This is an optimization exercise on Yosys and OpenROAD, whose aim is small area and a short achievable clock period, not a production implementation.
In this exercise RTL edits were held to simulation tests only and were not proved equivalent to the original.
The clock port is modelled as an ideal driver; clocking choices that lean on that would not hold on a real chip.
Power is estimated from default activity; no workload was simulated.

**flow/config.mk**
```make
export PLATFORM = sky130hd
export DESIGN_NAME = sram_controller
export DESIGN_NICKNAME = sram_controller
export VERILOG_FILES = /design/flow/design.v
export SDC_FILE = /design/flow/constraint.sdc
export NUM_CORES = 4
export LEC_CHECK = 0
export CAP_MARGIN = 0
export CORE_MARGIN = 2
export CORE_UTILIZATION = 40
export GPL_TIMING_DRIVEN = 0
export PLACE_DENSITY = 0.6
export SLEW_MARGIN = 0
export SYNTH_HIERARCHICAL = 1
export SYNTH_MINIMUM_KEEP_SIZE = 0
```
**flow/constraint.sdc**
```tcl
create_clock -name core_clock -period 10.0 [get_ports {hclk}]
set_input_delay 2.0000 -clock core_clock [delete_from_list [all_inputs] [get_ports {hclk}]]
set_output_delay 2.0000 -clock core_clock [all_outputs]
set_load 0.01 [all_outputs]
```
**flow/design.v**
```verilog
`default_nettype none
module sram_controller_pmu_sync (
    input  logic clk,
    input  logic reset_n,
    input  logic pwr_save_req,
    input  logic pwr_restore_req,
    output logic pwr_save_req_sync,
    output logic pwr_restore_req_sync
);
    logic [2:0] save_q;
    logic [2:0] restore_q;
    always_ff @(posedge clk or negedge reset_n) begin
        if (!reset_n) begin
            save_q    <= 3'b000;
            restore_q <= 3'b000;
        end else begin
            save_q    <= {save_q[1:0], pwr_save_req};
            restore_q <= {restore_q[1:0], pwr_restore_req};
        end
    end
    assign pwr_save_req_sync    = save_q[2];
    assign pwr_restore_req_sync = restore_q[2];
endmodule
`default_nettype wire
`default_nettype none
module sram_controller_wakeup_timer (
    input  logic [2:0] count,
    output logic [2:0] count_next
);
    assign count_next = (count[2] & count[1]) ? 3'b000 : count + 3'd1;
endmodule
`default_nettype wire
`default_nettype none
module sram_controller_fsm (
    input  logic       clk,
    input  logic       reset_n,
    input  logic       pwr_save_req_sync,
    input  logic       pwr_restore_req_sync,
    output logic [1:0] fsm_state,
    output logic       hready
);
    logic [2:0] state;
    logic [2:0] wakeup_next;
    sram_controller_wakeup_timer i_wakeup_timer (
        .count(state),
        .count_next(wakeup_next)
    );
    always_ff @(posedge clk or negedge reset_n) begin
        if (!reset_n) begin
            state <= 3'b000;
        end else begin
            case (state)
                3'b000:  state <= {2'b00, pwr_save_req_sync};
                3'b001:  state <= pwr_restore_req_sync ? 3'b010 : 3'b001;
                default: state <= wakeup_next;
            endcase
        end
    end
    assign fsm_state = {state[2] | state[1], ~state[2] & ~state[1] & state[0]};
    assign hready    = ~(state[2] | state[1] | state[0]);
endmodule
`default_nettype wire
`default_nettype none
module sram_controller_parity_xor32 (
    input  logic [31:0] data,
    output logic        parity
);
    assign parity = ^data;
endmodule
module sram_controller_parity (
    input  logic        clk,
    input  logic        reset_n,
    input  logic [31:0] rdata,
    input  logic        read_enable,
    input  logic        parity_in,
    output logic        parity_error
);
    logic rdata_parity;
    sram_controller_parity_xor32 i_rdata_parity (
        .data(rdata),
        .parity(rdata_parity)
    );
    always_ff @(posedge clk or negedge reset_n) begin
        if (!reset_n) begin
            parity_error <= 1'b0;
        end else begin
            parity_error <= read_enable & ~(rdata_parity ^ parity_in);
        end
    end
endmodule
`default_nettype wire
`default_nettype none
module sram_controller_parity_bit (
    input  logic clk,
    input  logic reset_n,
    input  logic row,
    input  logic col_set,
    input  logic col_clr,
    output logic q
);
    always_ff @(posedge clk or negedge reset_n) begin
        if (!reset_n) begin
            q <= 1'b0;
        end else begin
            q <= (q & ~(row & col_clr)) | (row & col_set);
        end
    end
endmodule
module sram_controller_parity_sel4 (
    input  logic [3:0] bits,
    input  logic [3:0] sel_n,
    output logic       out
);
    assign out = &(bits | sel_n);
endmodule
module sram_controller_parity_sel16 (
    input  logic [15:0] bits,
    input  logic [15:0] sel_n,
    output logic        out
);
    logic [3:0] part;
    for (genvar g = 0; g < 4; g++) begin : g_part
        sram_controller_parity_sel4 u_sel (
            .bits(bits[g * 4 +: 4]),
            .sel_n(sel_n[g * 4 +: 4]),
            .out(part[g])
        );
    end
    assign out = &part;
endmodule
module sram_controller_parity_storage (
    input  logic       clk,
    input  logic       reset_n,
    input  logic       write_enable,
    input  logic [7:0] addr,
    input  logic       write_parity,
    output logic       read_parity
);
    logic [255:0] bits;
    logic [15:0]  row_sel;
    logic [15:0]  col_set;
    logic [15:0]  col_clr;
    logic [15:0]  row_hit;
    logic [15:0]  col_hit;
    logic [15:0]  row_hit_n;
    logic [15:0]  col_hit_n;
    logic [15:0]  row_val;
    always_comb begin
        for (int i = 0; i < 16; i++) begin
            row_hit[i] = (addr[7:4] == i[3:0]);
            col_hit[i] = (addr[3:0] == i[3:0]);
            row_hit_n[i] = ~row_hit[i];
            col_hit_n[i] = ~col_hit[i];
            row_sel[i] = write_enable & (addr[7:4] == i[3:0]);
            col_set[i] = write_parity & (addr[3:0] == i[3:0]);
            col_clr[i] = ~write_parity & (addr[3:0] == i[3:0]);
        end
    end
    for (genvar k = 0; k < 256; k++) begin : g_bit
        sram_controller_parity_bit u_bit (
            .clk(clk),
            .reset_n(reset_n),
            .row(row_sel[k / 16]),
            .col_set(col_set[k % 16]),
            .col_clr(col_clr[k % 16]),
            .q(bits[k])
        );
    end
    for (genvar i = 0; i < 16; i++) begin : g_row
        sram_controller_parity_sel16 u_row (
            .bits(bits[i * 16 +: 16]),
            .sel_n(col_hit_n),
            .out(row_val[i])
        );
    end
    sram_controller_parity_sel16 u_col (
        .bits(row_val),
        .sel_n(row_hit_n),
        .out(read_parity)
    );
endmodule
`default_nettype wire
`default_nettype none
module sram_controller_hrdata_bit (
    input  logic clk,
    input  logic reset_n,
    input  logic load,
    input  logic hold,
    input  logic d,
    output logic q
);
    always_ff @(posedge clk or negedge reset_n) begin
        if (!reset_n) begin
            q <= 1'b0;
        end else begin
            q <= (load & d) | (hold & q);
        end
    end
endmodule
module sram_controller_ahb_lite (
    input  logic        hclk,
    input  logic        hreset_n,
    input  logic        hsel,
    input  logic [7:0]  haddr,
    input  logic        hwrite,
    input  logic [1:0]  htrans,
    input  logic [2:0]  hsize,
    input  logic [31:0] hwdata,
    output logic [31:0] hrdata,
    output logic        hresp,
    output logic        sram_csb0,
    output logic        sram_web0,
    output logic [7:0]  sram_addr0,
    output logic [31:0] sram_din0,
    output logic [3:0]  sram_wmask0,
    input  logic [31:0] sram_dout0,
    output logic        parity_error
);
    logic valid;
    logic read_enable;
    logic write_enable;
    logic parity_in;
    assign valid        = hsel & htrans[1];
    assign read_enable  = valid & ~hwrite;
    assign write_enable = valid & hwrite;
    assign sram_csb0  = ~valid;
    assign sram_web0  = ~write_enable;
    assign sram_addr0 = haddr;
    assign sram_din0  = hwdata;
    assign hresp      = 1'b0;
    always_comb begin
        case (hsize)
            3'b000:  sram_wmask0 = 4'b0001 << haddr[1:0];
            3'b001:  sram_wmask0 = haddr[1] ? 4'b1100 : 4'b0011;
            default: sram_wmask0 = 4'b1111;
        endcase
    end
    for (genvar i = 0; i < 32; i++) begin : g_hrdata
        sram_controller_hrdata_bit u_bit (
            .clk(hclk),
            .reset_n(hreset_n),
            .load(read_enable),
            .hold(~read_enable),
            .d(sram_dout0[i]),
            .q(hrdata[i])
        );
    end
    sram_controller_parity_storage i_parity_storage (
        .clk(hclk),
        .reset_n(hreset_n),
        .write_enable(write_enable),
        .addr(haddr),
        .write_parity(~^hwdata),
        .read_parity(parity_in)
    );
    sram_controller_parity i_parity (
        .clk(hclk),
        .reset_n(hreset_n),
        .rdata(sram_dout0),
        .read_enable(read_enable),
        .parity_in(parity_in),
        .parity_error(parity_error)
    );
endmodule
`default_nettype wire
`default_nettype none
module sram_controller (
    input  logic        hclk,
    input  logic        hreset_n,
    input  logic        hsel,
    input  logic [7:0]  haddr,
    input  logic        hwrite,
    input  logic [1:0]  htrans,
    input  logic [2:0]  hsize,
    input  logic [31:0] hwdata,
    output logic [31:0] hrdata,
    output logic        hready,
    output logic        hresp,
    input  logic        pwr_save_req,
    input  logic        pwr_restore_req,
    output logic        sram_csb0,
    output logic        sram_web0,
    output logic [7:0]  sram_addr0,
    output logic [31:0] sram_din0,
    output logic [3:0]  sram_wmask0,
    input  logic [31:0] sram_dout0,
    output logic        parity_error,
    output logic [1:0]  fsm_state
);
    logic pwr_save_req_sync;
    logic pwr_restore_req_sync;
    sram_controller_pmu_sync i_pmu_sync (
        .clk(hclk),
        .reset_n(hreset_n),
        .pwr_save_req(pwr_save_req),
        .pwr_restore_req(pwr_restore_req),
        .pwr_save_req_sync(pwr_save_req_sync),
        .pwr_restore_req_sync(pwr_restore_req_sync)
    );
    sram_controller_fsm i_fsm (
        .clk(hclk),
        .reset_n(hreset_n),
        .pwr_save_req_sync(pwr_save_req_sync),
        .pwr_restore_req_sync(pwr_restore_req_sync),
        .fsm_state(fsm_state),
        .hready(hready)
    );
    sram_controller_ahb_lite i_ahb_lite (
        .hclk(hclk),
        .hreset_n(hreset_n),
        .hsel(hsel),
        .haddr(haddr),
        .hwrite(hwrite),
        .htrans(htrans),
        .hsize(hsize),
        .hwdata(hwdata),
        .hrdata(hrdata),
        .hresp(hresp),
        .sram_csb0(sram_csb0),
        .sram_web0(sram_web0),
        .sram_addr0(sram_addr0),
        .sram_din0(sram_din0),
        .sram_wmask0(sram_wmask0),
        .sram_dout0(sram_dout0),
        .parity_error(parity_error)
    );
endmodule
`default_nettype wire
```
**flow/flow/run.sh**
```bash
#!/bin/bash
# Own layout flow: the standard ORFS flow (standard.sh: unchanged synthesis,
# floorplan, power grid and tap cells, placement, routing), with hooks that
# change how the paths from the input ports are built:
#  - synthesis buffers are removed at floorplan (REMOVE_ABC_BUFFERS) and the
#    ports are buffered with buf_1;
#  - io_fast.tcl (before the placement resizer): each input buffer drives only
#    the pins that lead to an output port; its loads that only reach registers
#    are moved behind a buffer of their own;
#  - tighten.tcl (CTS and global route stages): the stage's timing repair runs
#    against a tighter input delay (the SDC's is restored right after),
#    followed by a power-recovery pass that sizes cells back down where that
#    tighter delay leaves slack;
#  - the clock tree uses its own buffer list and sink clustering, and no dummy loads.
# The make run's full output goes to standard_flow.log in the work folder;
# ORFS's own per-step logs are under orfs/logs/.
set -euo pipefail
cd "$(dirname "${BASH_SOURCE[0]}")/.."
F=$PWD/flow

export REMOVE_ABC_BUFFERS=1
export BUFFER_PORTS_ARGS="-buffer_cell sky130_fd_sc_hd__buf_1"
export IO_FAST_IN_CELL=sky130_fd_sc_hd__buf_1
export IO_FAST_OUT_CELL=sky130_fd_sc_hd__buf_1
export IO_FAST_ISO_CELL=sky130_fd_sc_hd__buf_4
export IO_FAST_IN_DELAY=${IO_FAST_IN_DELAY:-7.6}
export IO_FAST_RECOVER=100
export PRE_RESIZE_TCL=$F/io_fast.tcl
export PRE_CTS_TCL=$F/tighten.tcl
export PRE_GLOBAL_ROUTE_TCL=$F/tighten.tcl
export CTS_ARGS="-sink_clustering_enable -repair_clock_nets -buf_list {sky130_fd_sc_hd__clkbuf_4} -sink_clustering_size 14 -sink_clustering_max_diameter 34 -dont_use_dummy_load"

bash standard.sh > standard_flow.log 2>&1
```
**flow/flow/io_fast.tcl**
```tcl
# Port-to-port paths: after buffer_ports, let each input buffer drive only the
# pins that lead combinationally to an output port, and move its other loads
# (those that only reach registers) behind a buffer of their own. Port buffers
# are set to the cells the flow names.

proc io_fast_reaches_output { pin } {
  set paths [find_timing_paths -through $pin -to [all_outputs] -group_path_count 1]
  return [expr { [llength $paths] > 0 }]
}

proc io_fast { } {
  set in_cell  $::env(IO_FAST_IN_CELL)
  set out_cell $::env(IO_FAST_OUT_CELL)
  set iso_cell $::env(IO_FAST_ISO_CELL)
  set clk_port [get_full_name [get_property [lindex [all_clocks] 0] sources]]
  set n_iso 0
  foreach port [get_ports -filter "direction==output"] {
    set net [get_nets [get_full_name $port]]
    set drv [get_pins -of_objects $net -filter "direction==output"]
    if { [llength $drv] != 1 } { continue }
    set inst [get_cells -of_objects $drv]
    if { [string match "*__buf_*" [get_property $inst ref_name]] ||
         [string match "*__clkdlybuf*" [get_property $inst ref_name]] ||
         [string match "*__clkbuf_*" [get_property $inst ref_name]] } {
      replace_cell $inst $out_cell
    }
  }
  foreach port [get_ports -filter "direction==input"] {
    set pname [get_full_name $port]
    if { $pname eq $clk_port } { continue }
    set loads [get_pins -of_objects [get_nets $pname] -filter "direction==input"]
    if { [llength $loads] != 1 } { continue }
    set inbuf [get_cells -of_objects $loads]
    set ref [get_property $inbuf ref_name]
    if { ![string match "*buf*" $ref] } { continue }
    replace_cell $inbuf $in_cell
    set xnet [get_nets -of_objects [get_pins -of_objects $inbuf -filter "direction==output"]]
    set keep {}
    set move {}
    foreach s [get_pins -of_objects $xnet -filter "direction==input"] {
      if { [io_fast_reaches_output $s] } {
        lappend keep $s
      } else {
        lappend move $s
      }
    }
    if { [llength $keep] > 0 && [llength $move] > 1 } {
      insert_buffer -buffer_cell $iso_cell -net $xnet -load_pins $move
      incr n_iso
    }
  }
  puts "io_fast: isolated the register loads of $n_iso input ports"
}

io_fast
```
**flow/flow/tighten.tcl**
```tcl
# Wraps ORFS's repair_timing_helper so that the stage's own timing repair runs
# against a tighter input delay (IO_FAST_IN_DELAY, max only, instead of the
# SDC's), which makes the repair speed up every path from an input port, to
# registers and to output ports alike. The SDC's input delay is restored
# right after the repair, so nothing of it is written to the stage's SDC.
# With IO_FAST_RECOVER set, a power-recovery pass (which sizes cells down
# where there is slack) follows the repair, against the same tighter delay.
proc io_fast_inputs { } {
  set clk_src [get_full_name [get_property [lindex [all_clocks] 0] sources]]
  set ins {}
  foreach p [all_inputs] {
    if { [get_full_name $p] ne $clk_src } { lappend ins $p }
  }
  return $ins
}

if { [info commands io_fast_orig_repair_timing_helper] eq "" } {
  rename repair_timing_helper io_fast_orig_repair_timing_helper
  proc repair_timing_helper { args } {
    set clk [lindex [all_clocks] 0]
    set ins [io_fast_inputs]
    set_input_delay -max $::env(IO_FAST_IN_DELAY) -clock $clk $ins
    io_fast_orig_repair_timing_helper {*}$args
    if { [info exists ::env(IO_FAST_RECOVER)] && $::env(IO_FAST_RECOVER) > 0 } {
      # Size cells back down where the tighter input delay leaves slack.
      log_cmd repair_timing -recover_power $::env(IO_FAST_RECOVER) -setup_margin 0 -verbose
    }
    set_input_delay -max [expr { $::env(FLOW_PERIOD_NS) * 0.2 }] -clock $clk $ins
    report_worst_slack -max
  }
}
```
**flow/standard.sh**
```bash
#!/bin/bash
# synth_recipe.tcl (not shown) runs the flow's synth.tcl, then flattens the netlist and writes it again
# the make line also repeats each setting of config.mk as NAME=value (left out here)
make -C /OpenROAD-flow-scripts/flow DESIGN_CONFIG=/design/flow/config.mk WORK_HOME=/design/flow/orfs CLKGATE_MAP_FILE= SYNTH_SCRIPT=/design/flow/synth_recipe.tcl "${@:-finish}"
```
==> results of run 1 <==
==> metrics by stage <==
step | TNS, ns | area (um^2) | power, mW | setup WS [ns] | util [%]
after floorplan | 0 | 13500 | 1.67 | 5.52 | -
after global placement | -2523.26 | 14700 | 1.86 | -8.50 | 42.7
after detailed placement | 0 | 15200 | 1.89 | 4.26 | 44.4
after CTS | 0 | 15700 | 2.63 | 5.44 | 45.8
after global routing | 0 | 15800 | 2.77 | 5.33 | 46.1
final | 0 | 15800 | 2.62 | 5.44 | 46.1
==> per-module statistics from Yosys, one instance, submodules excluded, a selection <==
module | area [um^2] | cells inside | times used
sram_controller_fsm | 148 | 15 | 1
sram_controller_pmu_sync | 150 | 6 | 1
sram_controller_parity_storage | 614 | 123 | 1
sram_controller_ahb_lite | 643 | 86 | 1
sram_controller_parity | 40.0 | 3 | 1
sram_controller_parity_bit | 37.5 | 3 | 256
sram_controller_parity_sel4 | 16.3 | 3 | 68
sram_controller_hrdata_bit | 33.8 | 2 | 32
sram_controller_parity_sel16 | 8.76 | 1 | 17
sram_controller_wakeup_timer | 41.3 | 5 | 1
sram_controller_parity_xor32 | 272 | 31 | 1
==> routing by layer <==
metal  share of wire (%)  vias to the layer above
li1                    -                     5337
met1                  43                     5718
met2                  47                      530
met3                 7.1                       92
met4                 3.2                        0
met5                   0                        -
==> registers in the layout, summed over array words and instances (netlist names) <==
signal,cells
i_ahb_lite.i_parity_storage.g_bit.u_bit.q,256
i_ahb_lite.g_hrdata.u_bit.q,32
i_fsm.state,3
i_pmu_sync.restore_q,3
i_pmu_sync.save_q,3
i_ahb_lite.i_parity.parity_error,1
==> worst max-delay path by stage <==
stage / startpoint / to / slack [ns]
detailed placement: hwdata[23] / i_ahb_lite.i_parity_storage.g_bit[98].u_bit.q / 4.26
global route: hwdata[23] / i_ahb_lite.i_parity_storage.g_bit[168].u_bit.q / 5.33
global placement: hreset_n / i_ahb_lite.i_parity_storage.g_bit[49].u_bit.q / -8.50
floorplan: hsel / i_ahb_lite.i_parity_storage.g_bit[128].u_bit.q / 5.52
finish: haddr[0] / sram_wmask0[2] / 5.44
CTS: haddr[0] / sram_wmask0[0] / 5.44
==> critical path, stage by stage <==
cell and delay [ns]:
sky130_fd_sc_hd__clkbuf_2 0.17, sky130_fd_sc_hd__nor2b_4 0.18, sky130_fd_sc_hd__o21ai_1 0.06, sky130_fd_sc_hd__buf_2 0.14
==> timing repair <==
item / in CTS / in global routing
hold endpoints to repair: 0 / 0
pin swaps: 2 / 2
endpoints found under the setup margin: 263 / 201
resized for setup: 29 / 35
==> layout by cell type (no fill, tap or decap), types with 5 or more instances in the layout <==
master / n
sky130_fd_sc_hd__buf_4: 9
sky130_fd_sc_hd__nor2_2: 30
sky130_fd_sc_hd__a22o_1: 288
sky130_fd_sc_hd__nor2_1: 78
sky130_fd_sc_hd__buf_2: 5
sky130_fd_sc_hd__buf_1: 149
sky130_fd_sc_hd__clkbuf_2: 9
sky130_fd_sc_hd__and4_1: 17
sky130_fd_sc_hd__nand2_1: 277
sky130_fd_sc_hd__nor2_4: 8
sky130_fd_sc_hd__nand3_1: 13
sky130_fd_sc_hd__dfrtp_1: 298
sky130_fd_sc_hd__buf_8: 7
sky130_fd_sc_hd__o22ai_1: 136
sky130_fd_sc_hd__nor3_2: 7
sky130_fd_sc_hd__buf_6: 7
sky130_fd_sc_hd__clkbuf_4: 66
sky130_fd_sc_hd__nand2b_1: 7
sky130_fd_sc_hd__nor2b_1: 6
sky130_fd_sc_hd__xnor2_1: 55
sky130_fd_sc_hd__clkbuf_1: 6
sky130_fd_sc_hd__xor2_1: 7
==> power groups by stage <==
| stage | registers (mW) | logic, mW | clock network (mW) |
|---|---|---|---|
| 2_1_floorplan | 1.36 | 0.303 | 0 |
| 3_3_place_gp | 1.36 | 0.502 | 0 |
| 3_5_place_dp | 1.36 | 0.532 | 0 |
| 4_1_cts | 1.34 | 0.536 | 0.758 |
| 5_1_grt | 1.35 | 0.587 | 0.827 |
| 6_report | 1.34 | 0.544 | 0.735 |
==> layout make-up, clock buffers not listed <==
| class | instances | area (um^2) | share of cell area (%) |
|---|---|---|---|
| flip-flops and latches | 298 | 7460 | 47.2 |
| multi-input cells | 967 | 6200 | 39.3 |
| inverters | 4 | 15.0 | 0.0951 |
| diodes | 3 | 7.51 | 0.0475 |
| repair buffers | 198 | 1050 | 6.62 |
| well taps | 455 | 569 | 3.61 |
==> cells by family after synthesis <==
family | synth area share (%)
buf+inv | 2.85
mux | 0.0723
other cells | 0.0271
xor+xnor | 3.98
compound gates | 24.8
simple gates | 14.4
flops | 53.8
fa+ha+maj | 0.0903
==> impl_metrics.prom, run 1 <==
# TYPE chip_impl_metric gauge
chip_impl_info{name="status",value="failed layout checks"} 1
chip_impl_info{name="layout.failed_checks",value="capacitance limit, slew limit"} 1
chip_impl_info{name="timing.critical_path.to_type",value="output pin"} 1
chip_impl_metric{name="antenna_found_initial",unit=""} 2
chip_impl_metric{name="fraction_of_layout_instances_using_a_drive_strength_above_1",unit="%"} 10.8
chip_impl_metric{name="detailedRoute.firstIterationViolations",unit=""} 1118
chip_impl_metric{name="min_path_cells",unit=""} 0
chip_impl_metric{name="route.final.wire_length",unit="um"} 43300
chip_impl_metric{name="vias",unit=""} 11677
chip_impl_metric{name="stdcell_count",unit=""} 1991
chip_impl_metric{name="timing.slew.headroom",unit="%"} -39.7
chip_impl_metric{name="worstMarginPinSlew",unit="ns"} 2.10
chip_impl_metric{name="final-setup-viol-count",unit=""} 0
chip_impl_metric{name="p_sw_share",unit="%"} 32.0
chip_impl_metric{name="timing.max_cap.violations",unit=""} 3
chip_impl_info{name="tritoncts_clock_tree",value="built"} 1
chip_impl_metric{name="maxClockFrequency",unit="GHz"} 0.219
chip_impl_metric{name="seq_area_frac_synth",unit="%"} 53.8
chip_impl_metric{name="routed_wire_length_per_instance",unit="um"} 21.8
chip_impl_metric{name="synth_area_per_cell",unit="um^2"} 10.5
chip_impl_metric{name="ios",unit=""} 166
chip_impl_metric{name="comb_power_share",unit="%"} 20.8
chip_impl_metric{name="min_tclk_post_route",unit="ns"} 4.56
chip_impl_metric{name="first_global_vias",unit=""} 11145
chip_impl_info{name="timing.hold.worst_endpoint",value="i_pmu_sync.restore_q[1]"} 1
chip_impl_metric{name="asyncSetResetFlopFracSynth",unit="%"} 100
chip_impl_metric{name="leakage",unit="nW"} 6.73
chip_impl_info{name="min-delay-start",value="i_pmu_sync.restore_q[0]"} 1
chip_impl_metric{name="rr_worst_depth",unit=""} 8
chip_impl_metric{name="post-route-period-util",unit="%"} 45.6
chip_impl_metric{name="post_synth_design_cell_area",unit="mm^2"} 0.0139
chip_impl_info{name="grt_most_used_layer",value="met2"} 1
chip_impl_info{name="synthTopCellsByCount",value="sky130_fd_sc_hd__dfrtp_1 (298), sky130_fd_sc_hd__a22o_1 (288), sky130_fd_sc_hd__nand2_1 (279)"} 1
chip_impl_metric{name="crit_path_max_fanout",unit=""} 4
chip_impl_metric{name="yosysWarningCount",unit=""} 13
chip_impl_metric{name="chipHeight",unit="um"} 190
chip_impl_metric{name="required",unit="ns"} 8.00
chip_impl_metric{name="number_of_buffers_created_by_cts",unit=""} 66
chip_impl_metric{name="fp.dieArea",unit="mm^2"} 0.0361
chip_impl_metric{name="power.clock.fraction",unit="%"} 28.1
chip_impl_metric{name="ys_seq_elements",unit=""} 298
chip_impl_metric{name="groute.layer.met3.usage",unit="%"} 4.32
chip_impl_metric{name="die_width",unit="um"} 190
chip_impl_metric{name="avgViaCountPerCell",unit=""} 5.86
chip_impl_metric{name="irDropWorstVdd",unit="mV"} 0.201
chip_impl_metric{name="syn-instance-count",unit=""} 1322
chip_impl_info{name="rr_startpoint",value="i_ahb_lite.i_parity_storage.g_bit[148].u_bit.q"} 1
chip_impl_metric{name="place.detailed.instances",unit=""} 1919
chip_impl_metric{name="cts_hold_buf",unit=""} 0
chip_impl_metric{name="fillers",unit=""} 3227
chip_impl_metric{name="yosysTopAreaCellShare",unit="%"} 53.8
chip_impl_info{name="worst_setup_path_start_kind",value="input pin"} 1
chip_impl_metric{name="clk_sink_count",unit=""} 298
chip_impl_metric{name="power.share.sequential",unit="%"} 51.2
chip_impl_metric{name="routabilityCongestion",unit=""} 0.928
chip_impl_metric{name="worst_ep_arrival_time",unit="ns"} 2.56
chip_impl_metric{name="fin_nets",unit=""} 1619
chip_impl_metric{name="grt_first_pass_wirelength",unit="um"} 66000
chip_impl_metric{name="timing.hold.ws",unit="ns"} 0.315
chip_impl_metric{name="global_route_usage_sum",unit="%"} 23.9
chip_impl_metric{name="initial_standard_cell_utilization_of_the_core",unit="%"} 40.4
chip_impl_metric{name="drc_errors",unit=""} 0
chip_impl_metric{name="coreArea",unit="mm^2"} 0.0343
chip_impl_metric{name="power_per_cell_area",unit="mW/mm^2"} 166
chip_impl_metric{name="finClkSkew",unit="ns"} 0.0897
chip_impl_metric{name="synth_edf_count",unit=""} 0
chip_impl_metric{name="grt.met1_usage",unit="%"} 33.5
chip_impl_info{name="yosys_most_used_dff",value="sky130_fd_sc_hd__dfrtp_1"} 1
chip_impl_metric{name="buffer_ports.inserted",unit=""} 163
chip_impl_metric{name="globalRouteMet2Util",unit="%"} 36.8
chip_impl_info{name="post-synth-top-area-cell",value="sky130_fd_sc_hd__dfrtp_1"} 1
chip_impl_metric{name="grt_max_degree",unit=""} 39
chip_impl_metric{name="area_growth",unit="%"} 14.0
chip_impl_metric{name="clock_insertion_delay_worst_skew",unit="ns"} 0.72
chip_impl_metric{name="clk_pin_slew",unit="ns"} 0.08
chip_impl_metric{name="floorplan.rows",unit=""} 68
chip_impl_metric{name="power.internal",unit="mW"} 1.78
chip_impl_metric{name="postRouteAntennaNets",unit=""} 0
chip_impl_info{name="worst_hold_path_type",value="reg -> reg"} 1
chip_impl_metric{name="report.final.slew_viol_count",unit=""} 111
chip_impl_info{name="post_synth_main_area_contributors",value="sky130_fd_sc_hd__dfrtp_1 (54%), sky130_fd_sc_hd__a22o_1 (18%), sky130_fd_sc_hd__nand2_1 (7.6%)"} 1
chip_impl_info{name="yosys.cell_count.top_type",value="sky130_fd_sc_hd__dfrtp_1"} 1
chip_impl_info{name="grt_setup_unrepaired",value="yes"} 1
chip_impl_metric{name="switchingPower",unit="uW"} 839
chip_impl_metric{name="detailedRoute.firstPassIterationCount",unit=""} 7
chip_impl_metric{name="r2r_slack",unit="ns"} 8.13
chip_impl_info{name="r2r_end",value="i_ahb_lite.i_parity.parity_error"} 1
chip_impl_metric{name="hpwlAfterDp",unit="um"} 28400
chip_impl_metric{name="number_of_buffers_added_for_setup_after_cts",unit=""} 0
chip_impl_metric{name="timing_hold_violations_final",unit=""} 0
chip_impl_metric{name="yosys.cell_types.count",unit=""} 39
chip_impl_metric{name="grt-ovfl-total",unit=""} 0
chip_impl_info{name="worstSetupPathType",value="in -> out"} 1
==> inputs of run 2 (changes only) <==
--- a/flow/flow/run.sh
+++ b/flow/flow/run.sh
@@ -30,3 +30,3 @@
 export PRE_GLOBAL_ROUTE_TCL=$F/tighten.tcl
-export CTS_ARGS="-sink_clustering_enable -repair_clock_nets -buf_list {sky130_fd_sc_hd__clkbuf_4} -sink_clustering_size 14 -sink_clustering_max_diameter 34 -dont_use_dummy_load"
+export CTS_ARGS="-sink_clustering_enable -repair_clock_nets -buf_list {sky130_fd_sc_hd__clkbuf_4} -sink_clustering_size 12 -sink_clustering_max_diameter 30 -dont_use_dummy_load"
 
--- a/flow/flow/io_fast.tcl
+++ b/flow/flow/io_fast.tcl
@@ -2,3 +2,4 @@
 # pins that lead combinationally to an output port, and move its other loads
-# (those that only reach registers) behind a buffer of their own. Port buffers
+# (those that only reach registers, asynchronous resets included) behind a
+# buffer of their own. Port buffers
 # are set to the cells the flow names.
@@ -6,2 +7,7 @@
 proc io_fast_reaches_output { pin } {
+  # A register's asynchronous set or reset pin reaches the outputs only
+  # through the register, so it is left off the input buffer too.
+  if { [regexp {/(RESET_B|SET_B)$} [get_full_name $pin]] } {
+    return 0
+  }
   set paths [find_timing_paths -through $pin -to [all_outputs] -group_path_count 1]
--- a/flow/config.mk
+++ b/flow/config.mk
@@ -7,3 +7,3 @@
 export LEC_CHECK = 0
-export CAP_MARGIN = 0
+export CAP_MARGIN = 20
 export CORE_MARGIN = 2
@@ -12,3 +12,3 @@
 export PLACE_DENSITY = 0.6
-export SLEW_MARGIN = 0
+export SLEW_MARGIN = 20
 export SYNTH_HIERARCHICAL = 1
==> impl_metrics.prom, run 2 <==
# TYPE chip_impl_metric gauge
chip_impl_metric{name="routed_wire_length_per_instance",unit="um"} 21.7
chip_impl_metric{name="power.internal",unit="mW"} 1.81
chip_impl_metric{name="report.final.slew_viol_count",unit=""} 29
chip_impl_metric{name="dp_worst_setup_slack",unit="ns"} 4.70
chip_impl_metric{name="worstMarginPinSlew",unit="ns"} 1.52
chip_impl_metric{name="syn-instance-count",unit=""} 1322
chip_impl_info{name="critical_path.cell_chain",value="buf_8, nor2b_4, o21ai_1, buf_2"} 1
chip_impl_metric{name="post_synth_design_cell_area",unit="mm^2"} 0.0139
chip_impl_metric{name="comb_power_share",unit="%"} 21.0
chip_impl_metric{name="detailedRoute.firstIterationViolations",unit=""} 1102
chip_impl_metric{name="timing_hold_violations_final",unit=""} 0
chip_impl_info{name="post_synth_main_area_contributors",value="sky130_fd_sc_hd__dfrtp_1 (54%), sky130_fd_sc_hd__a22o_1 (18%), sky130_fd_sc_hd__nand2_1 (7.6%)"} 1
chip_impl_metric{name="post-route-period-util",unit="%"} 44.7
chip_impl_info{name="post-synth-top-area-cell",value="sky130_fd_sc_hd__dfrtp_1"} 1
chip_impl_info{name="timing.critical_path.to_type",value="output pin"} 1
chip_impl_metric{name="synth_edf_count",unit=""} 0
chip_impl_metric{name="power.clock.fraction",unit="%"} 28.6
chip_impl_metric{name="switchingPower",unit="uW"} 849
chip_impl_metric{name="yosys.cell_types.count",unit=""} 39
chip_impl_metric{name="clock_insertion_delay_worst_skew",unit="ns"} 0.70
chip_impl_metric{name="drc_errors",unit=""} 0
chip_impl_metric{name="grt-ovfl-total",unit=""} 0
chip_impl_metric{name="finalInstanceArea",unit="mm^2"} 0.0160
chip_impl_metric{name="finClkSkew",unit="ns"} 0.0502
chip_impl_info{name="worst_setup_path_start_kind",value="input pin"} 1
chip_impl_metric{name="leakage",unit="nW"} 6.85
chip_impl_metric{name="coreArea",unit="mm^2"} 0.0343
chip_impl_info{name="tritoncts_clock_tree",value="built"} 1
chip_impl_info{name="worst_hold_path_type",value="reg -> reg"} 1
chip_impl_metric{name="antenna_found_initial",unit=""} 3
chip_impl_info{name="worstSetupPathType",value="in -> out"} 1
chip_impl_metric{name="stdcell_count",unit=""} 2006
chip_impl_info{name="status",value="failed layout checks"} 1
chip_impl_metric{name="synth_area_per_cell",unit="um^2"} 10.5
chip_impl_metric{name="clk_sink_count",unit=""} 298
chip_impl_metric{name="power.share.sequential",unit="%"} 50.4
chip_impl_metric{name="global_route_usage_sum",unit="%"} 24.0
chip_impl_metric{name="postRouteAntennaNets",unit=""} 0
chip_impl_metric{name="crit_path_max_fanout",unit=""} 4
chip_impl_metric{name="p_sw_share",unit="%"} 31.9
chip_impl_metric{name="clk_pin_slew",unit="ns"} 0.06
chip_impl_metric{name="area_growth",unit="%"} 15.8
chip_impl_metric{name="cp_slowest_stage_delay",unit="ns"} 0.14
chip_impl_info{name="yosys.cell_count.top_type",value="sky130_fd_sc_hd__dfrtp_1"} 1
chip_impl_metric{name="grt_max_degree",unit=""} 34
chip_impl_info{name="critPathSlowestCell",value="sky130_fd_sc_hd__buf_2"} 1
chip_impl_metric{name="setup_ws",unit="ns"} 5.53
chip_impl_info{name="rr_startpoint",value="i_ahb_lite.i_parity_storage.g_bit[134].u_bit.q"} 1
chip_impl_metric{name="finish.utilization",unit="%"} 46.8
chip_impl_metric{name="ios",unit=""} 166
chip_impl_metric{name="worst_ep_arrival_time",unit="ns"} 2.47
chip_impl_info{name="synthTopCellsByCount",value="sky130_fd_sc_hd__dfrtp_1 (298), sky130_fd_sc_hd__a22o_1 (288), sky130_fd_sc_hd__nand2_1 (279)"} 1
chip_impl_metric{name="initial_standard_cell_utilization_of_the_core",unit="%"} 40.4
chip_impl_metric{name="ys_seq_elements",unit=""} 298
chip_impl_info{name="worstSetupStartpoint",value="haddr[0]"} 1
chip_impl_metric{name="asyncSetResetFlopFracSynth",unit="%"} 100
chip_impl_metric{name="route.final.wire_length",unit="um"} 43500
chip_impl_metric{name="hpwlAfterDp",unit="um"} 29500
chip_impl_metric{name="buffer_ports.inserted",unit=""} 163
chip_impl_info{name="yosys_most_used_dff",value="sky130_fd_sc_hd__dfrtp_1"} 1
chip_impl_metric{name="routabilityCongestion",unit=""} 0.928
chip_impl_metric{name="yosysWarningCount",unit=""} 13
chip_impl_metric{name="first_global_vias",unit=""} 11228
chip_impl_metric{name="yosysTopAreaCellShare",unit="%"} 53.8
chip_impl_metric{name="timing.slew.headroom",unit="%"} -1.17
chip_impl_metric{name="timing.max_cap.violations",unit=""} 1
chip_impl_metric{name="fin_nets",unit=""} 1635
chip_impl_metric{name="place.detailed.instances",unit=""} 1931
chip_impl_metric{name="post-layout-total-power",unit="mW"} 2.66
chip_impl_metric{name="final-setup-viol-count",unit=""} 0
chip_impl_metric{name="fp.dieArea",unit="mm^2"} 0.0361
chip_impl_metric{name="worst-path-buf-inv",unit=""} 2
chip_impl_metric{name="largest_register_ffs",unit=""} 256
chip_impl_info{name="layout.failed_checks",value="capacitance limit, slew limit"} 1
chip_impl_info{name="crit_family",value="buffers and inverters"} 1
chip_impl_metric{name="chipHeight",unit="um"} 190
chip_impl_metric{name="fraction_of_layout_instances_using_a_drive_strength_above_1",unit="%"} 12.5
chip_impl_metric{name="floorplan.rows",unit=""} 68
chip_impl_info{name="layout_common_cells",value="sky130_fd_sc_hd__dfrtp_1 (298), sky130_fd_sc_hd__a22o_1 (288), sky130_fd_sc_hd__nand2_1 (274)"} 1
chip_impl_info{name="registers_with_the_most_flip_flops",value="i_ahb_lite.i_parity_storage.g_bit.u_bit.q x256, i_ahb_lite.g_hrdata.u_bit.q x32"} 1
chip_impl_metric{name="maxClockFrequency",unit="GHz"} 0.224
chip_impl_info{name="min-delay-start",value="i_pmu_sync.restore_q[0]"} 1
chip_impl_metric{name="die_width",unit="um"} 190
chip_impl_metric{name="detailedRoute.firstPassIterationCount",unit=""} 5
chip_impl_metric{name="placement.cell_area",unit="mm^2"} 0.0155
chip_impl_info{name="grt_setup_unrepaired",value="yes"} 1
chip_impl_metric{name="min_tclk_post_route",unit="ns"} 4.47
chip_impl_metric{name="vias",unit=""} 11762
chip_impl_info{name="layout.cells.most_common",value="sky130_fd_sc_hd__dfrtp_1"} 1
chip_impl_metric{name="power_per_cell_area",unit="mW/mm^2"} 166
chip_impl_metric{name="grt_first_pass_wirelength",unit="um"} 65900
chip_impl_metric{name="irDropWorstVdd",unit="mV"} 0.172
chip_impl_metric{name="required",unit="ns"} 8.00
chip_impl_metric{name="cts_hold_buf",unit=""} 0
chip_impl_info{name="regMostFlops",value="i_ahb_lite.i_parity_storage.g_bit.u_bit.q"} 1
chip_impl_metric{name="number_of_buffers_created_by_cts",unit=""} 71
chip_impl_metric{name="seq_area_frac_synth",unit="%"} 53.8
chip_impl_metric{name="avgViaCountPerCell",unit=""} 5.86
## run 2: cell count changes in the layout (fill, tap and decap cells not counted), sizes merged
cell / previous run / this run
buf: 183 / 188
clkbuf: 81 / 92
clkinv: 1 / 2
diode: 3 / 2
inv: 3 / 2
## run 2: repair_timing
action | 4_1_cts | 5_1_grt
resized for setup | 24 | 28
pin swaps | 2 | 2
buffers inserted | 1 | 0
setup endpoints to repair | 39 | 48
## run 2: cell families after synthesis
family | Yosys count | share of synthesized area, %
mux | 1 | 0.0723
compound gates | 434 | 24.8
other cells | 1 | 0.0271
simple gates | 467 | 14.4
fa+ha+maj | 1 | 0.0903
xor+xnor | 63 | 3.98
flops | 298 | 53.8
buf+inv | 57 | 2.85
## run 2: path summary, 6_finish.rpt
path / to / slack, ns / depth (start not counted)
max: sram_wmask0[2] / 5.53 / 4
min: i_pmu_sync.restore_q[1] / 0.33 / 0
max reg2reg: i_ahb_lite.i_parity.parity_error / 8.10 / 8
min reg2reg: i_pmu_sync.restore_q[1] / 0.33 / 0
max in group asynchronous: i_ahb_lite.i_parity_storage.g_bit[192].u_bit.q / 6.00 / 5
min in group asynchronous: i_ahb_lite.i_parity_storage.g_bit[153].u_bit.q / 1.41 / 1
## run 2: metrics by stage
| step | setup TNS [ns] | hold WS, ns |
|---|---|---|
| 2_1_floorplan | 0 | 0.331 |
| 3_3_place_gp | -2523.26 | 0.331 |
| 3_5_place_dp | 0 | 0.335 |
| 4_1_cts | 0 | 0.329 |
| 5_1_grt | 0 | 0.340 |
| 6_report | 0 | 0.326 |
## run 2: cell type report, clock buffers not listed
| cell class | instances | area, um^2 |
|---|---|---|
| inverters | 4 | 15.0 |
| fillers | 3158 | 18300 |
| flip-flops and latches | 298 | 7460 |
| repair buffers | 209 | 1190 |
| well taps | 455 | 569 |
| multi-input cells | 967 | 6270 |
| diodes | 2 | 5.00 |
## run 2: modules after synthesis (local to each module, per instance), a selection
module	times used	flip-flops and latches
sram_controller_parity	1	1
sram_controller_ahb_lite	1	0
sram_controller_hrdata_bit	32	1
sram_controller_parity_xor32	1	0
sram_controller_pmu_sync	1	6
sram_controller_wakeup_timer	1	0
sram_controller_parity_storage	1	0
sram_controller_fsm	1	3
sram_controller_parity_bit	256	1
sram_controller_parity_sel16	17	0
## run 2: layer usage
metal	share of wire (%)	vias up	global-route usage, %	routed length, um
li1	-	5373	-	-
met1	41	5748	32.2	18000
met2	47	544	37.5	20500
met3	7.9	95	5.15	3440
met4	3.4	2	10.6	1490
met5	0.030	-	0	13
## run 2: power groups by stage
stage | Sequential [mW] | Combinational (mW) | Clock (mW)
after floorplan | 1.36 | 0.303 | 0
after global placement | 1.36 | 0.502 | 0
after detailed placement | 1.36 | 0.548 | 0
after CTS | 1.34 | 0.541 | 0.790
after global routing | 1.35 | 0.603 | 0.846
final | 1.34 | 0.559 | 0.760
==> inputs of run 3 (changes only) <==
--- a/flow/flow/io_fast.tcl
+++ b/flow/flow/io_fast.tcl
@@ -3,4 +3,3 @@
 # (those that only reach registers, asynchronous resets included) behind a
-# buffer of their own. Port buffers
-# are set to the cells the flow names.
+# buffer of their own. Port buffers are set to the cells the flow names.
 
--- a/flow/config.mk
+++ b/flow/config.mk
@@ -7,3 +7,3 @@
 export LEC_CHECK = 0
-export CAP_MARGIN = 20
+export CAP_MARGIN = 40
 export CORE_MARGIN = 2
@@ -12,3 +12,3 @@
 export PLACE_DENSITY = 0.6
-export SLEW_MARGIN = 20
+export SLEW_MARGIN = 40
 export SYNTH_HIERARCHICAL = 1
==> impl_metrics.prom, run 3 <==
# TYPE chip_impl_metric gauge
chip_impl_info{name="status",value="finished clean"} 1
chip_impl_metric{name="number_of_buffers_created_by_cts",unit=""} 73
chip_impl_metric{name="die_width",unit="um"} 190
chip_impl_metric{name="multi_input_comb_area",unit="mm^2"} 0.00626
chip_impl_metric{name="final-setup-viol-count",unit=""} 0
chip_impl_metric{name="finClkSkew",unit="ns"} 0.0491
chip_impl_metric{name="seq_area_frac_synth",unit="%"} 53.8
chip_impl_metric{name="maxClockFrequency",unit="GHz"} 0.218
chip_impl_metric{name="timing_hold_violations_final",unit=""} 0
chip_impl_info{name="regMostFlops",value="i_ahb_lite.i_parity_storage.g_bit.u_bit.q"} 1
chip_impl_info{name="yosys.cell_count.top_type",value="sky130_fd_sc_hd__dfrtp_1"} 1
chip_impl_metric{name="clk_pin_slew",unit="ns"} 0.07
chip_impl_metric{name="floorplan.rows",unit=""} 68
chip_impl_info{name="worst_setup_path_start_kind",value="input pin"} 1
chip_impl_metric{name="clock_insertion_delay_worst_skew",unit="ns"} 0.69
chip_impl_info{name="grt_most_used_layer",value="met2"} 1
chip_impl_metric{name="globalRouteMet2Util",unit="%"} 37.3
chip_impl_metric{name="synth_edf_count",unit=""} 0
chip_impl_metric{name="finalSetupTns",unit="ns"} 0
chip_impl_metric{name="timing.hold.ws",unit="ns"} 0.333
chip_impl_metric{name="sequential_cell_area",unit="mm^2"} 0.00746
chip_impl_metric{name="hpwlAfterDp",unit="um"} 29600
chip_impl_metric{name="finalInstanceArea",unit="mm^2"} 0.0161
chip_impl_metric{name="dp_worst_setup_slack",unit="ns"} 4.69
chip_impl_metric{name="detailedRoute.firstPassIterationCount",unit=""} 5
chip_impl_metric{name="vias",unit=""} 11836
chip_impl_metric{name="yosysTopAreaCellShare",unit="%"} 53.8
chip_impl_info{name="layout_common_cells",value="sky130_fd_sc_hd__dfrtp_1 (298), sky130_fd_sc_hd__a22o_1 (288), sky130_fd_sc_hd__nand2_1 (274)"} 1
chip_impl_metric{name="fraction_of_layout_instances_using_a_drive_strength_above_1",unit="%"} 12.7
chip_impl_info{name="registers_with_the_most_flip_flops",value="i_ahb_lite.i_parity_storage.g_bit.u_bit.q x256, i_ahb_lite.g_hrdata.u_bit.q x32"} 1
chip_impl_metric{name="ys_seq_elements",unit=""} 298
chip_impl_metric{name="asyncSetResetFlopFracSynth",unit="%"} 100
chip_impl_info{name="rr_startpoint",value="i_ahb_lite.i_parity_storage.g_bit[208].u_bit.q"} 1
chip_impl_metric{name="cp_slowest_stage_delay",unit="ns"} 0.70
chip_impl_info{name="min-delay-start",value="i_pmu_sync.save_q[0]"} 1
chip_impl_info{name="post_synth_main_area_contributors",value="sky130_fd_sc_hd__dfrtp_1 (54%), sky130_fd_sc_hd__a22o_1 (18%), sky130_fd_sc_hd__nand2_1 (7.6%)"} 1
chip_impl_metric{name="coreArea",unit="mm^2"} 0.0343
chip_impl_metric{name="worst_ep_arrival_time",unit="ns"} 5.19
chip_impl_info{name="critPathSlowestCell",value="sky130_fd_sc_hd__nor2_2"} 1
chip_impl_metric{name="avgViaCountPerCell",unit=""} 5.87
chip_impl_metric{name="chipHeight",unit="um"} 190
chip_impl_metric{name="yosys.cell_types.count",unit=""} 39
chip_impl_metric{name="report.final.slew_viol_count",unit=""} 0
chip_impl_metric{name="timing.max_cap.violations",unit=""} 0
chip_impl_metric{name="crit_path_max_fanout",unit=""} 16
chip_impl_metric{name="grt_max_degree",unit=""} 34
chip_impl_metric{name="ios",unit=""} 166
chip_impl_metric{name="fin_nets",unit=""} 1648
chip_impl_metric{name="timing.slew.headroom",unit="%"} 11.6
chip_impl_metric{name="fp.dieArea",unit="mm^2"} 0.0361
chip_impl_info{name="worst_hold_path_type",value="reg -> reg"} 1
chip_impl_info{name="synthTopCellsByCount",value="sky130_fd_sc_hd__dfrtp_1 (298), sky130_fd_sc_hd__a22o_1 (288), sky130_fd_sc_hd__nand2_1 (279)"} 1
chip_impl_info{name="cp_common_cell",value="sky130_fd_sc_hd__xnor2_1"} 1
chip_impl_info{name="yosys_most_used_dff",value="sky130_fd_sc_hd__dfrtp_1"} 1
chip_impl_metric{name="global_route_usage_sum",unit="%"} 24.1
chip_impl_metric{name="power_per_cell_area",unit="mW/mm^2"} 165
chip_impl_metric{name="min_tclk_post_route",unit="ns"} 4.58
chip_impl_metric{name="post_synth_design_cell_area",unit="mm^2"} 0.0139
chip_impl_metric{name="yosysWarningCount",unit=""} 13
chip_impl_metric{name="syn-instance-count",unit=""} 1322
chip_impl_metric{name="largest_register_ffs",unit=""} 256
chip_impl_metric{name="cts_hold_buf",unit=""} 0
chip_impl_info{name="critical_path.cell_chain",value="buf_1, xor2_1, xnor2_1, xnor2_1, xnor2_1, xnor2_1, clkbuf_1, nand3b_1, nor2_2, a22o_1"} 1
chip_impl_info{name="worstSetupPathType",value="in -> reg"} 1
chip_impl_metric{name="groute.layer.met3.usage",unit="%"} 4.69
chip_impl_metric{name="antenna_found_initial",unit=""} 2
chip_impl_info{name="post-synth-top-area-cell",value="sky130_fd_sc_hd__dfrtp_1"} 1
chip_impl_metric{name="grt_first_pass_wirelength",unit="um"} 66700
chip_impl_metric{name="required",unit="ns"} 10.61
chip_impl_metric{name="buffer_ports.inserted",unit=""} 163
chip_impl_info{name="tritoncts_clock_tree",value="built"} 1
chip_impl_metric{name="grt-ovfl-total",unit=""} 0
chip_impl_metric{name="setup_ws",unit="ns"} 5.42
chip_impl_metric{name="first_global_vias",unit=""} 11375
chip_impl_info{name="worstSetupStartpoint",value="hwdata[23]"} 1
chip_impl_metric{name="detailedRoute.firstIterationViolations",unit=""} 924
chip_impl_metric{name="fillers",unit=""} 3198
chip_impl_info{name="grt_setup_unrepaired",value="yes"} 1
chip_impl_metric{name="worstMarginPinSlew",unit="ns"} 1.33
chip_impl_metric{name="leakage",unit="nW"} 6.90
chip_impl_metric{name="grt.met1_usage",unit="%"} 32.9
chip_impl_metric{name="finish.utilization",unit="%"} 47.0
chip_impl_metric{name="route.final.wire_length",unit="um"} 43200
chip_impl_metric{name="routed_wire_length_per_instance",unit="um"} 21.4
chip_impl_metric{name="synth_area_per_cell",unit="um^2"} 10.5
chip_impl_metric{name="initial_standard_cell_utilization_of_the_core",unit="%"} 40.4
chip_impl_metric{name="area_growth",unit="%"} 16.3
chip_impl_metric{name="irDropWorstVdd",unit="mV"} 0.114
chip_impl_info{name="layout.cells.most_common",value="sky130_fd_sc_hd__dfrtp_1"} 1
chip_impl_metric{name="placement.cell_area",unit="mm^2"} 0.0157
chip_impl_metric{name="post-route-period-util",unit="%"} 45.8
chip_impl_metric{name="clk_sink_count",unit=""} 298
chip_impl_metric{name="routabilityCongestion",unit=""} 0.928
chip_impl_info{name="timing.critical_path.to_type",value="register"} 1
chip_impl_metric{name="drc_errors",unit=""} 0
chip_impl_metric{name="postRouteAntennaNets",unit=""} 0
run 3: layout make-up, clock buffers not listed:
type	count	share of cell area, %
sequential	298	46.3
multi-input combinational	967	38.9
antenna	1	0.0155
inverter	4	0.0932
timing repair buffer	220	7.77
tap	455	3.53
run 3: worst max-delay path, delay by kind of cell:
kind / cells / cell delay, ns
simple gates: 2 / 1.03
buf+inv: 2 / 0.70
xor+xnor: 5 / 1.18
compound gates: 1 / 0.27
run 3: per-layer routing:
metal	routed length, um	share of wire, %	up-vias
met5	0	0	-
met4	1630	3.8	0
met3	3310	7.6	93
met2	20100	47	558
met1	18200	42	5795
li1	-	-	5390
run 3: worst paths after layout:
check	to	slack, ns	cells past startpoint
max reg2reg	i_ahb_lite.i_parity.parity_error	8.05	8
max	i_ahb_lite.i_parity_storage.g_bit[202].u_bit.q	5.42	10
min in group asynchronous	i_ahb_lite.g_hrdata[17].u_bit.q	1.42	1
min reg2reg	i_pmu_sync.save_q[1]	0.33	0
min	i_pmu_sync.save_q[1]	0.33	0
max in group asynchronous	i_ahb_lite.i_parity_storage.g_bit[64].u_bit.q	5.93	6
run 3: stage by stage:
step / total power, mW / instances
after detailed placement: 1.94 / 1938
after global placement: 1.86 / 1887
after floorplan: 1.67 / 1269
after global routing: 2.81 / 2018
after CTS: 2.69 / 2012
final: 2.66 / 2018
run 3: repair_timing:
action / in CTS / in global routing
endpoints found under the setup margin: 8 / 135
buffers inserted: 1 / 0
cloned: 0 / 0
pin swaps: 1 / 3
resized for setup: 21 / 22
hold endpoints to repair: 0 / 0
run 3: cell families after synthesis:
family | count (synthesis) | synth area share, %
mux | 1 | 0.0723
simple gates | 467 | 14.4
flops | 298 | 53.8
buf+inv | 57 | 2.85
xor+xnor | 63 | 3.98
other cells | 1 | 0.0271
fa+ha+maj | 1 | 0.0903
compound gates | 434 | 24.8
run 3: power breakdown:
part / leakage, nW / switching [mW] / internal [mW]
Sequential: 4.09 / 0.0524 / 1.29
Combinational: 2.48 / 0.360 / 0.194
Clock: 0.336 / 0.437 / 0.332
Total: 6.90 / 0.849 / 1.82
run 3: Yosys stat by module, one instance, submodules excluded, a selection:
module                        copies in the design  cell area, um^2  cells inside  flip-flops and latches
sram_controller_parity                           1             40.0             3                       1
sram_controller_ahb_lite                         1              643            86                       0
sram_controller_parity_sel16                    17             8.76             1                       0
sram_controller_hrdata_bit                      32             33.8             2                       1
sram_controller_parity_xor32                     1              272            31                       0
sram_controller_fsm                              1              148            15                       3
sram_controller_parity_sel4                     68             16.3             3                       0

## afterwards: timing with drivers on the ports
The flow's constraints put no driver on any port. The routed layouts listed below were extracted and timed again, unchanged, in two steps. Step 1, drivers: a clkbuf_16 drives hclk and a buf_2 each remaining input, both assumed. Step 2 also shifts input and output timing later by t, the mid clock arrival at the registers, as if the neighbouring blocks saw the same clock. a / b / c = no drivers / after step 1 / after step 2; a / b = the first two.
run	t, ns	setup WS [ns]	latest minus earliest clock arrival (ns)	worst data-port slew with drivers (ns)
run 1	0.744	5.444 / 5.417 / 4.759	0.115 / 0.115	0.05
run 2	0.744	5.532 / 5.492 / 4.842	0.090 / 0.089	0.05
run 3	0.738	5.423 / 5.446 / 4.714	0.086 / 0.085	0.05
For run 3, which loses most, drivers alone change the setup slack by +0.023 ns; drivers and shift together by -0.709 ns.
